This is an optimization exercise on Yosys and OpenROAD, whose aim is small area, a short achievable clock period and few clock cycles per item, not a production implementation. At most, simulation tests tie the RTL to the original design; equivalence was not proved.

==> 07-13 <==
Design fpmultiplier, start of the top module:
module fpmultiplier (output logic [31:0] product, output logic ready,
		input logic [31:0] a, input logic clock, nreset);
clock: 9.0 ns
lec_check: 0
abc_clock_period_in_ps: 3500
cap_margin: 20
core_margin: 2
core_utilization: 40
place_density: 0.6
setup_slack_margin: 5
slew_margin: 20
standard.sh (not shown) runs the stock make flow with config.mk's settings and CLKGATE_MAP_FILE= SYNTH_SCRIPT=/design/flow/synth_recipe.tcl, a recipe that flattens the netlist after the stock synthesis.
==> flow/flow/run.sh <==
#!/bin/bash
# The standard layout flow (standard.sh), run with a larger setup margin
# for the resizer's timing repair. Clock, constraints and every step are
# otherwise unchanged.
set -euo pipefail
MARGIN=${MARGIN:-6}
sed -E "s/SETUP_SLACK_MARGIN=[-0-9.]+/SETUP_SLACK_MARGIN=$MARGIN/" standard.sh > standard_margin.sh
grep -q "SETUP_SLACK_MARGIN=$MARGIN" standard_margin.sh
bash standard_margin.sh > standard.log 2>&1
==> inputs of 08-19, as changes to 07-13 <==
--- a/flow/design.v
+++ b/flow/design.v
@@ -19,31 +19,70 @@
 always_ff @(posedge clock) begin
   rse1 <= a[31:23];
   rse2 <= rse1;
   if (s_a) ra_f <= a[22:0];
 end
-logic [22:0] rb;
-logic rb_p;
+logic [35:0] enc, dg;
+logic [23:0] fb_ext;
+assign fb_ext = {a[22:0], 1'b0};
+assign enc[0] = fb_ext[1] ^ fb_ext[0];
+assign enc[1] = (fb_ext[2] & ~fb_ext[1] & ~fb_ext[0]) | (~fb_ext[2] & fb_ext[1] & fb_ext[0]);
+assign enc[2] = fb_ext[2];
+assign enc[3] = fb_ext[3] ^ fb_ext[2];
+assign enc[4] = (fb_ext[4] & ~fb_ext[3] & ~fb_ext[2]) | (~fb_ext[4] & fb_ext[3] & fb_ext[2]);
+assign enc[5] = fb_ext[4];
+assign enc[6] = fb_ext[5] ^ fb_ext[4];
+assign enc[7] = (fb_ext[6] & ~fb_ext[5] & ~fb_ext[4]) | (~fb_ext[6] & fb_ext[5] & fb_ext[4]);
+assign enc[8] = fb_ext[6];
+assign enc[9] = fb_ext[7] ^ fb_ext[6];
+assign enc[10] = (fb_ext[8] & ~fb_ext[7] & ~fb_ext[6]) | (~fb_ext[8] & fb_ext[7] & fb_ext[6]);
+assign enc[11] = fb_ext[8];
+assign enc[12] = fb_ext[9] ^ fb_ext[8];
+assign enc[13] = (fb_ext[10] & ~fb_ext[9] & ~fb_ext[8]) | (~fb_ext[10] & fb_ext[9] & fb_ext[8]);
+assign enc[14] = fb_ext[10];
+assign enc[15] = fb_ext[11] ^ fb_ext[10];
+assign enc[16] = (fb_ext[12] & ~fb_ext[11] & ~fb_ext[10]) | (~fb_ext[12] & fb_ext[11] & fb_ext[10]);
+assign enc[17] = fb_ext[12];
+assign enc[18] = fb_ext[13] ^ fb_ext[12];
+assign enc[19] = (fb_ext[14] & ~fb_ext[13] & ~fb_ext[12]) | (~fb_ext[14] & fb_ext[13] & fb_ext[12]);
+assign enc[20] = fb_ext[14];
+assign enc[21] = fb_ext[15] ^ fb_ext[14];
+assign enc[22] = (fb_ext[16] & ~fb_ext[15] & ~fb_ext[14]) | (~fb_ext[16] & fb_ext[15] & fb_ext[14]);
+assign enc[23] = fb_ext[16];
+assign enc[24] = fb_ext[17] ^ fb_ext[16];
+assign enc[25] = (fb_ext[18] & ~fb_ext[17] & ~fb_ext[16]) | (~fb_ext[18] & fb_ext[17] & fb_ext[16]);
+assign enc[26] = fb_ext[18];
+assign enc[27] = fb_ext[19] ^ fb_ext[18];
+assign enc[28] = (fb_ext[20] & ~fb_ext[19] & ~fb_ext[18]) | (~fb_ext[20] & fb_ext[19] & fb_ext[18]);
+assign enc[29] = fb_ext[20];
+assign enc[30] = fb_ext[21] ^ fb_ext[20];
+assign enc[31] = (fb_ext[22] & ~fb_ext[21] & ~fb_ext[20]) | (~fb_ext[22] & fb_ext[21] & fb_ext[20]);
+assign enc[32] = fb_ext[22];
+assign enc[33] = fb_ext[23] ^ fb_ext[22];
+assign enc[34] = fb_ext[23] & fb_ext[22];
+assign enc[35] = 1'b0;
 logic [22:0] pf;
 always_ff @(posedge clock) begin
-  rb[22:16] <= s_f ? pf[22:16] : a[22:16];
-  rb[15] <= s_f ? pf[15] : s_b & a[15];
-  rb[14:0] <= s_f ? pf[14:0] : s_b ? a[14:0] : rb[22:8];
-  rb_p <= ~s_b & rb[7];
+  dg[35:24] <= enc[35:24];
+  dg[23] <= s_b ? enc[23] : dg[35];
+  dg[22:12] <= s_f ? pf[22:12] : s_b ? enc[22:12] : dg[34:24];
+  dg[11:0] <= s_f ? pf[11:0] : s_b ? enc[11:0] : dg[23:12];
 end
+logic bnz;
+assign bnz = |(dg[35:0] & 36'o333333333333);
 logic [7:0] ea, eb;
 logic za, zb, fa, fb, nana, nanb, infa, infb;
 assign ea = rse2[7:0];
 assign eb = rse1[7:0];
 assign za = (ea == 8'd0);
 assign zb = (eb == 8'd0);
 assign fa = (ea == 8'hff);
 assign fb = (eb == 8'hff);
 assign nana = fa & (ra_f != 23'd0);
-assign nanb = fb & (rb != 23'd0);
+assign nanb = fb & bnz;
 assign infa = fa & (ra_f == 23'd0);
-assign infb = fb & (rb == 23'd0);
+assign infb = fb & ~bnz;
 logic sp_nan, sp_inf, sp_zero, special;
 assign sp_nan = nana | nanb | ((infa | infb) & (za | zb));
 assign sp_inf = (infa | infb) & ~sp_nan;
 assign sp_zero = (za | zb) & ~fa & ~fb;
 assign special = fa | fb | za | zb;
@@ -60,32 +99,30 @@
     r_i0 <= sp_nan | sp_inf | (~special & (esum >= 9'd382));
     r_i1 <= sp_nan | sp_inf | (~special & (esum >= 9'd381));
     r_z0 <= sp_zero | (~special & (esum <= 9'd127));
     r_z1 <= sp_zero | (~special & (esum <= 9'd126));
   end
-logic [8:0] bw;
-assign bw = {rb[7:0], rb_p};
 logic [24:0] ma, ma2;
 assign ma = {2'b01, ra_f};
 assign ma2 = {1'b1, ra_f, 1'b0};
 logic [3:0] bone, btwo, bneg, nneg;
-assign bone[0] = bw[1] ^ bw[0];
-assign btwo[0] = (bw[2] & ~bw[1] & ~bw[0]) | (~bw[2] & bw[1] & bw[0]);
-assign bneg[0] = bw[2];
-assign nneg[0] = ~bw[2];
-assign bone[1] = bw[3] ^ bw[2];
-assign btwo[1] = (bw[4] & ~bw[3] & ~bw[2]) | (~bw[4] & bw[3] & bw[2]);
-assign bneg[1] = bw[4];
-assign nneg[1] = ~bw[4];
-assign bone[2] = bw[5] ^ bw[4];
-assign btwo[2] = (bw[6] & ~bw[5] & ~bw[4]) | (~bw[6] & bw[5] & bw[4]);
-assign bneg[2] = bw[6];
-assign nneg[2] = ~bw[6];
-assign bone[3] = bw[7] ^ bw[6];
-assign btwo[3] = (bw[8] & ~bw[7] & ~bw[6]) | (~bw[8] & bw[7] & bw[6]);
-assign bneg[3] = bw[8];
-assign nneg[3] = ~bw[8];
+assign bone[0] = dg[0];
+assign btwo[0] = dg[1];
+assign bneg[0] = dg[2];
+assign nneg[0] = ~dg[2];
+assign bone[1] = dg[3];
+assign btwo[1] = dg[4];
+assign bneg[1] = dg[5];
+assign nneg[1] = ~dg[5];
+assign bone[2] = dg[6];
+assign btwo[2] = dg[7];
+assign bneg[2] = dg[8];
+assign nneg[2] = ~dg[8];
+assign bone[3] = dg[9];
+assign btwo[3] = dg[10];
+assign bneg[3] = dg[11];
+assign nneg[3] = ~dg[11];
 logic [24:0] pp0, pp1, pp2, pp3;
 assign pp0 = (({25{bone[0]}} & ma) | ({25{btwo[0]}} & ma2)) ^ {25{bneg[0]}};
 assign pp1 = (({25{bone[1]}} & ma) | ({25{btwo[1]}} & ma2)) ^ {25{bneg[1]}};
 assign pp2 = (({25{bone[2]}} & ma) | ({25{btwo[2]}} & ma2)) ^ {25{bneg[2]}};
 assign pp3 = (({25{bone[3]}} & ma) | ({25{btwo[3]}} & ma2)) ^ {25{bneg[3]}};
@@ -378,7 +415,7 @@
 assign hi = p[31];
 assign zr = hi ? r_z1 : r_z0;
 assign ir = hi ? r_i1 : r_i0;
 assign pe = zr ? 8'd0 : ir ? 8'hff : (hi ? r_e + 8'd1 : r_e);
 assign pf = (zr | ir) ? {22'd0, r_nan} : (hi ? p[30:8] : p[29:7]);
-assign product = {r_sign, r_e, rb};
+assign product = {r_sign, r_e, dg[22:0]};
 endmodule
==> flow/flow/run.sh (replaced) <==
#!/bin/bash
# The standard layout flow (standard.sh), run with a larger setup margin
# for the resizer's timing repair. Clock, constraints and every step are
# otherwise unchanged.
set -euo pipefail
MARGIN=${MARGIN:-5.4}
sed -E "s/SETUP_SLACK_MARGIN=[-0-9.]+/SETUP_SLACK_MARGIN=$MARGIN/" standard.sh > standard_margin.sh
grep -q "SETUP_SLACK_MARGIN=$MARGIN" standard_margin.sh
bash standard_margin.sh > standard.log 2>&1
==> notes <==
Against 07-13, the global-route usage of 08-19 is lower by 7.2 points. Between 08-19 and 07-13, the lower clock-buffer cell count is in 07-13 (gap 1). Of 07-13 and 08-19, 07-13 has the higher cell count (gap 24%, measured against 08-19).
Testbench counts of 08-19, summed over its fixed seeds: cycles 28,000, items 4,000.
The RTL of 07-13 was laid out without a check of its function.

* * *

==> nickel: inputs <==
fpmultiplier, a different RTL version from the one above (not shown whole).
export LEC_CHECK = 0
export ABC_CLOCK_PERIOD_IN_PS = 3500
export CAP_MARGIN = 20
export CORE_MARGIN = 2
export CORE_UTILIZATION = 40
export CTS_BUF_LIST = sky130_fd_sc_hd__clkbuf_4 sky130_fd_sc_hd__clkbuf_8
export PLACE_DENSITY = 0.6
export SETUP_SLACK_MARGIN = 5
export SLEW_MARGIN = 20
export SYNTH_HIERARCHICAL = 1
create_clock -name core_clock -period 9.0 [get_ports {clock}]
==> flow/flow/run.sh <==
#!/bin/bash
# The standard layout flow (standard.sh), run with a larger setup margin
# for the resizer's timing repair and a smaller cell for the port buffers
# (every port is still buffered). Clock, constraints and every step are
# otherwise unchanged.
set -euo pipefail
MARGIN=${MARGIN:-5.8}
sed -E "s/SETUP_SLACK_MARGIN=[-0-9.]+/SETUP_SLACK_MARGIN=$MARGIN/" standard.sh > standard_margin.sh
grep -q "SETUP_SLACK_MARGIN=$MARGIN" standard_margin.sh
bash standard_margin.sh "BUFFER_PORTS_ARGS=-buffer_cell sky130_fd_sc_hd__buf_2" finish > standard.log 2>&1
==> garnet (differences from nickel) <==
--- a/flow/design.v
+++ b/flow/design.v
@@ -61,45 +61,45 @@
 assign enc[33] = fb_ext[23] ^ fb_ext[22];
 assign enc[34] = fb_ext[23] & fb_ext[22];
 assign enc[35] = 1'b0;
 logic [22:0] pf;
 always_ff @(posedge clock) begin
-  dg[0] <= s_b ? enc[0] : dg[12];
-  dg[1] <= s_b ? enc[1] : dg[13];
-  dg[2] <= s_b ? enc[2] : dg[14];
-  dg[3] <= s_b ? enc[3] : dg[15];
-  dg[4] <= s_b ? enc[4] : dg[16];
-  dg[5] <= s_b ? enc[5] : dg[17];
-  dg[6] <= s_b ? enc[6] : dg[18];
-  dg[7] <= s_b ? enc[7] : dg[19];
-  dg[8] <= s_b ? enc[8] : dg[20];
-  dg[9] <= s_b ? enc[9] : dg[21];
-  dg[10] <= s_b ? enc[10] : dg[22];
-  dg[11] <= s_b ? enc[11] : dg[23];
-  dg[12] <= s_f ? pf[0] : s_b ? enc[12] : dg[24];
-  dg[13] <= s_f ? pf[1] : s_b ? enc[13] : dg[25];
-  dg[14] <= s_f ? pf[2] : s_b ? enc[14] : dg[26];
-  dg[15] <= s_f ? pf[3] : s_b ? enc[15] : dg[27];
-  dg[16] <= s_f ? pf[4] : s_b ? enc[16] : dg[28];
-  dg[17] <= s_f ? pf[5] : s_b ? enc[17] : dg[29];
-  dg[18] <= s_f ? pf[6] : s_b ? enc[18] : dg[30];
-  dg[19] <= s_f ? pf[7] : s_b ? enc[19] : dg[31];
-  dg[20] <= s_f ? pf[8] : s_b ? enc[20] : dg[32];
-  dg[21] <= s_f ? pf[9] : s_b ? enc[21] : dg[33];
-  dg[22] <= s_f ? pf[10] : s_b ? enc[22] : dg[34];
-  dg[23] <= s_f ? pf[11] : s_b ? enc[23] : 1'b0;
-  dg[24] <= s_f ? pf[12] : enc[24];
-  dg[25] <= s_f ? pf[13] : enc[25];
-  dg[26] <= s_f ? pf[14] : enc[26];
-  dg[27] <= s_f ? pf[15] : enc[27];
-  dg[28] <= s_f ? pf[16] : enc[28];
-  dg[29] <= s_f ? pf[17] : enc[29];
-  dg[30] <= s_f ? pf[18] : enc[30];
-  dg[31] <= s_f ? pf[19] : enc[31];
-  dg[32] <= s_f ? pf[20] : enc[32];
-  dg[33] <= s_f ? pf[21] : enc[33];
-  dg[34] <= s_f ? pf[22] : enc[34];
+  dg[0] <= s_f ? pf[0] : s_b ? enc[0] : dg[12];
+  dg[1] <= s_f ? pf[1] : s_b ? enc[1] : dg[13];
+  dg[2] <= s_f ? pf[2] : s_b ? enc[2] : dg[14];
+  dg[3] <= s_f ? pf[3] : s_b ? enc[3] : dg[15];
+  dg[4] <= s_f ? pf[4] : s_b ? enc[4] : dg[16];
+  dg[5] <= s_f ? pf[5] : s_b ? enc[5] : dg[17];
+  dg[6] <= s_f ? pf[6] : s_b ? enc[6] : dg[18];
+  dg[7] <= s_f ? pf[7] : s_b ? enc[7] : dg[19];
+  dg[8] <= s_f ? pf[8] : s_b ? enc[8] : dg[20];
+  dg[9] <= s_f ? pf[9] : s_b ? enc[9] : dg[21];
+  dg[10] <= s_f ? pf[10] : s_b ? enc[10] : dg[22];
+  dg[11] <= s_f ? pf[11] : s_b ? enc[11] : dg[23];
+  dg[12] <= s_f ? pf[12] : s_b ? enc[12] : dg[24];
+  dg[13] <= s_f ? pf[13] : s_b ? enc[13] : dg[25];
+  dg[14] <= s_f ? pf[14] : s_b ? enc[14] : dg[26];
+  dg[15] <= s_f ? pf[15] : s_b ? enc[15] : dg[27];
+  dg[16] <= s_f ? pf[16] : s_b ? enc[16] : dg[28];
+  dg[17] <= s_f ? pf[17] : s_b ? enc[17] : dg[29];
+  dg[18] <= s_f ? pf[18] : s_b ? enc[18] : dg[30];
+  dg[19] <= s_f ? pf[19] : s_b ? enc[19] : dg[31];
+  dg[20] <= s_f ? pf[20] : s_b ? enc[20] : dg[32];
+  dg[21] <= s_f ? pf[21] : s_b ? enc[21] : dg[33];
+  dg[22] <= s_f ? pf[22] : s_b ? enc[22] : dg[34];
+  dg[23] <= s_b ? enc[23] : 1'b0;
+  dg[24] <= enc[24];
+  dg[25] <= enc[25];
+  dg[26] <= enc[26];
+  dg[27] <= enc[27];
+  dg[28] <= enc[28];
+  dg[29] <= enc[29];
+  dg[30] <= enc[30];
+  dg[31] <= enc[31];
+  dg[32] <= enc[32];
+  dg[33] <= enc[33];
+  dg[34] <= enc[34];
 end
 logic bnz;
 assign bnz = |(dg & 35'o33333333333);
 logic [7:0] ea, eb;
 logic za, zb, fa, fb, nana, nanb, infa, infb;
@@ -161,20 +161,15 @@
 logic [32:0] acc_s, acc_c;
 logic [24:0] as_in, ac_in;
 logic [8:0] low;
 assign low = {1'b0, acc_s[7:0]} + {1'b0, acc_c[7:0]};
 logic cl_in;
-logic g_first, g_last;
-always_ff @(posedge clock) begin
-  g_first <= s_b;
-  g_last <= s_x2;
-end
-assign cl_in = ~g_first & low[8];
-assign as_in = g_first ? 25'd0 : acc_s[32:8];
-assign ac_in = g_first ? 25'd0 : acc_c[32:8];
+assign cl_in = ~s_x1 & low[8];
+assign as_in = s_x1 ? 25'd0 : acc_s[32:8];
+assign ac_in = s_x1 ? 25'd0 : acc_c[32:8];
 logic [23:0] ma_last;
-assign ma_last = g_last ? {1'b1, ra_f} : 24'd0;
+assign ma_last = s_x3 ? {1'b1, ra_f} : 24'd0;
 logic ts1, tc1, ts2, tc2, ts3, tc3, ts4, tc4, ts5, tc5, ts6, tc6, ts7, tc7, ts8, tc8, ts9, tc9, ts10, tc10, ts11, tc11, ts12, tc12, ts13, tc13, ts14, tc14, ts15, tc15, ts16, tc16, ts17, tc17, ts18, tc18, ts19, tc19, ts20, tc20, ts21, tc21, ts22, tc22, ts23, tc23, ts24, tc24, ts25, tc25, ts26, tc26, ts27, tc27, ts28, tc28, ts29, tc29, ts30, tc30, ts31, tc31, ts32, tc32, ts33, tc33, ts34, tc34, ts35, tc35, ts36, tc36, ts37, tc37, ts38, tc38, ts39, tc39, ts40, tc40, ts41, tc41, ts42, tc42, ts43, tc43, ts44, tc44, ts45, tc45, ts46, tc46, ts47, tc47, ts48, tc48, ts49, tc49, ts50, tc50, ts51, tc51, ts52, tc52, ts53, tc53, ts54, tc54, ts55, tc55, ts56, tc56, ts57, tc57, ts58, tc58, ts59, tc59, ts60, tc60, ts61, tc61, ts62, tc62, ts63, tc63, ts64, tc64, ts65, tc65, ts66, tc66, ts67, tc67, ts68, tc68, ts69, tc69, ts70, tc70, ts71, tc71, ts72, tc72, ts73, tc73, ts74, tc74, ts75, tc75, ts76, tc76, ts77, tc77, ts78, tc78, ts79, tc79, ts80, tc80, ts81, tc81, ts82, tc82, ts83, tc83, ts84, tc84, ts85, tc85, ts86, tc86, ts87, tc87, ts88, tc88, ts89, tc89, ts90, tc90, ts91, tc91, ts92, tc92, ts93, tc93, ts94, tc94, ts95, tc95, ts96, tc96, ts97, tc97, ts98, tc98, ts99, tc99, ts100, tc100, ts101, tc101, ts102, tc102, ts103, tc103, ts104, tc104, ts105, tc105, ts106, tc106, ts107, tc107, ts108, tc108, ts109, tc109, ts110, tc110, ts111, tc111, ts112, tc112, ts113, tc113, ts114, tc114, ts115, tc115, ts116, tc116, ts117, tc117, ts118, tc118, ts119, tc119, ts120, tc120, ts121, tc121, ts122, tc122, ts123, tc123, ts124, tc124, ts125, tc125, ts126, tc126, ts127, tc127, ts128, tc128, ts129, tc129, ts130, tc130, ts131, tc131, ts132, tc132, ts133, tc133, ts134, tc134;
 fpmul_ha u_ts1 (.a(as_in[6]), .b(ac_in[6]), .s(ts1), .co(tc1));
 fpmul_fa u_ts2 (.a(as_in[7]), .b(ac_in[7]), .c(ma_last[0]), .s(ts2), .co(tc2));
 fpmul_fa u_ts3 (.a(as_in[8]), .b(ac_in[8]), .c(ma_last[1]), .s(ts3), .co(tc3));
 fpmul_fa u_ts4 (.a(as_in[9]), .b(ac_in[9]), .c(ma_last[2]), .s(ts4), .co(tc4));
@@ -315,21 +310,17 @@
   acc_s <= {1'b1, ts134, ts133, ts132, ts131, ts130, ts129, ts128, ts127, ts126, ts125, ts124, ts123, ts122, ts121, ts120, ts119, ts118, ts117, ts116, ts115, ts114, ts113, ts112, ts111, ts110, ts109, ts108, ts107, ts106, ts105, ts104, ts103};
   acc_c <= {tc134, tc133, tc132, tc131, tc130, tc129, tc128, tc127, tc126, tc125, tc124, tc123, tc122, tc121, tc120, tc119, tc118, tc117, tc116, tc115, tc114, tc113, tc112, tc111, tc110, tc109, tc108, tc107, tc106, tc105, tc104, tc103, pp0[0]};
 end
 logic [31:0] p;
 assign p = acc_s[31:0] + acc_c[31:0];
-logic hi;
+logic hi, zr, ir;
 assign hi = p[31];
-logic [7:0] pe0, pe1;
-assign pe0 = r_z0 ? 8'd0 : r_i0 ? 8'hff : r_e;
-assign pe1 = r_z1 ? 8'd0 : r_i1 ? 8'hff : r_e + 8'd1;
-logic [22:0] pf0, pf1;
-assign pf0 = (r_z0 | r_i0) ? {22'd0, r_nan} : p[29:7];
-assign pf1 = (r_z1 | r_i1) ? {22'd0, r_nan} : p[30:8];
-assign pe = hi ? pe1 : pe0;
-assign pf = hi ? pf1 : pf0;
-assign product = {r_sign, r_e, dg[34:12]};
+assign zr = hi ? r_z1 : r_z0;
+assign ir = hi ? r_i1 : r_i0;
+assign pe = zr ? 8'd0 : ir ? 8'hff : (hi ? r_e + 8'd1 : r_e);
+assign pf = (zr | ir) ? {22'd0, r_nan} : (hi ? p[30:8] : p[29:7]);
+assign product = {r_sign, r_e, dg[22:0]};
 endmodule
 module fpmul_fa (input logic a, b, c, output logic s, co);
   assign s = a ^ b ^ c;
   assign co = (a & b) | (a & c) | (b & c);
 endmodule
==> comparison <==
Against garnet, the first-iteration DRC count of nickel is larger by 13%.
In nickel the via count is larger than in garnet, by about 5%.
Between garnet and nickel, the lower clock-buffer cell count is in nickel (gap 1).
Between garnet and nickel, the lower worst hold slack is in nickel (gap 0.0081 ns).
==> figures <==
Post-synth design cell area: garnet 0.01194 mm²; nickel 0.01210 mm²
Met2 Routed Length: garnet 15,430 µm; nickel 15,640 µm
Share of the final layout cell area in multi-input gates: garnet 0.5994; nickel 0.6084
Slowest cell on crit path: garnet sky130_fd_sc_hd__dfxtp_1; nickel sky130_fd_sc_hd__edfxtp_1
Clock tree skew after final layout: garnet 0.02613 ns; nickel 0.01193 ns
Die width: garnet 176.8 µm; nickel 177.9 µm
Clock tree cell share of total cell area: garnet 0.03111; nickel 0.02852
Run status: garnet finished clean; nickel finished clean
R2R Path Start: garnet ra_f[13]; nickel ra_f[0]
Fin nets: garnet 1,334; nickel 1,409
Testbench counts of garnet, summed over its fixed seeds: cycles 28,000, items 4,000.
For nickel, only the layout was checked, not whether the RTL still works.

port drivers added, routing unchanged:
No port has a modelled driver above. Below, the same layouts with a new extraction and two added sets of constraints.
Step 1, drivers: a clkbuf_16 drives clock and a buf_2 each remaining input, both assumed.
Step 2 adds t to the input delays and takes it off the output delays; t is the mean of the earliest and latest rising clock arrival at the registers after step 1. Input paths then give back, and output paths get back, about the clock's delay inside the block.
a / b / c = ideal ports / drivers / drivers and shift; a / b = the first two.
run | t, ns | setup slack, ns | pins driven straight from the clock port
07-13 | 0.491 | 5.808 / 5.808 / 5.808 | 1
08-19 | 0.487 | 5.463 / 5.414 / 5.554 | 1
nickel | 0.522 | 5.887 / 5.887 / 5.887 | 1
garnet | 0.516 | 5.855 / 5.809 / 5.920 | 1
After both steps every run listed still meets setup and hold.
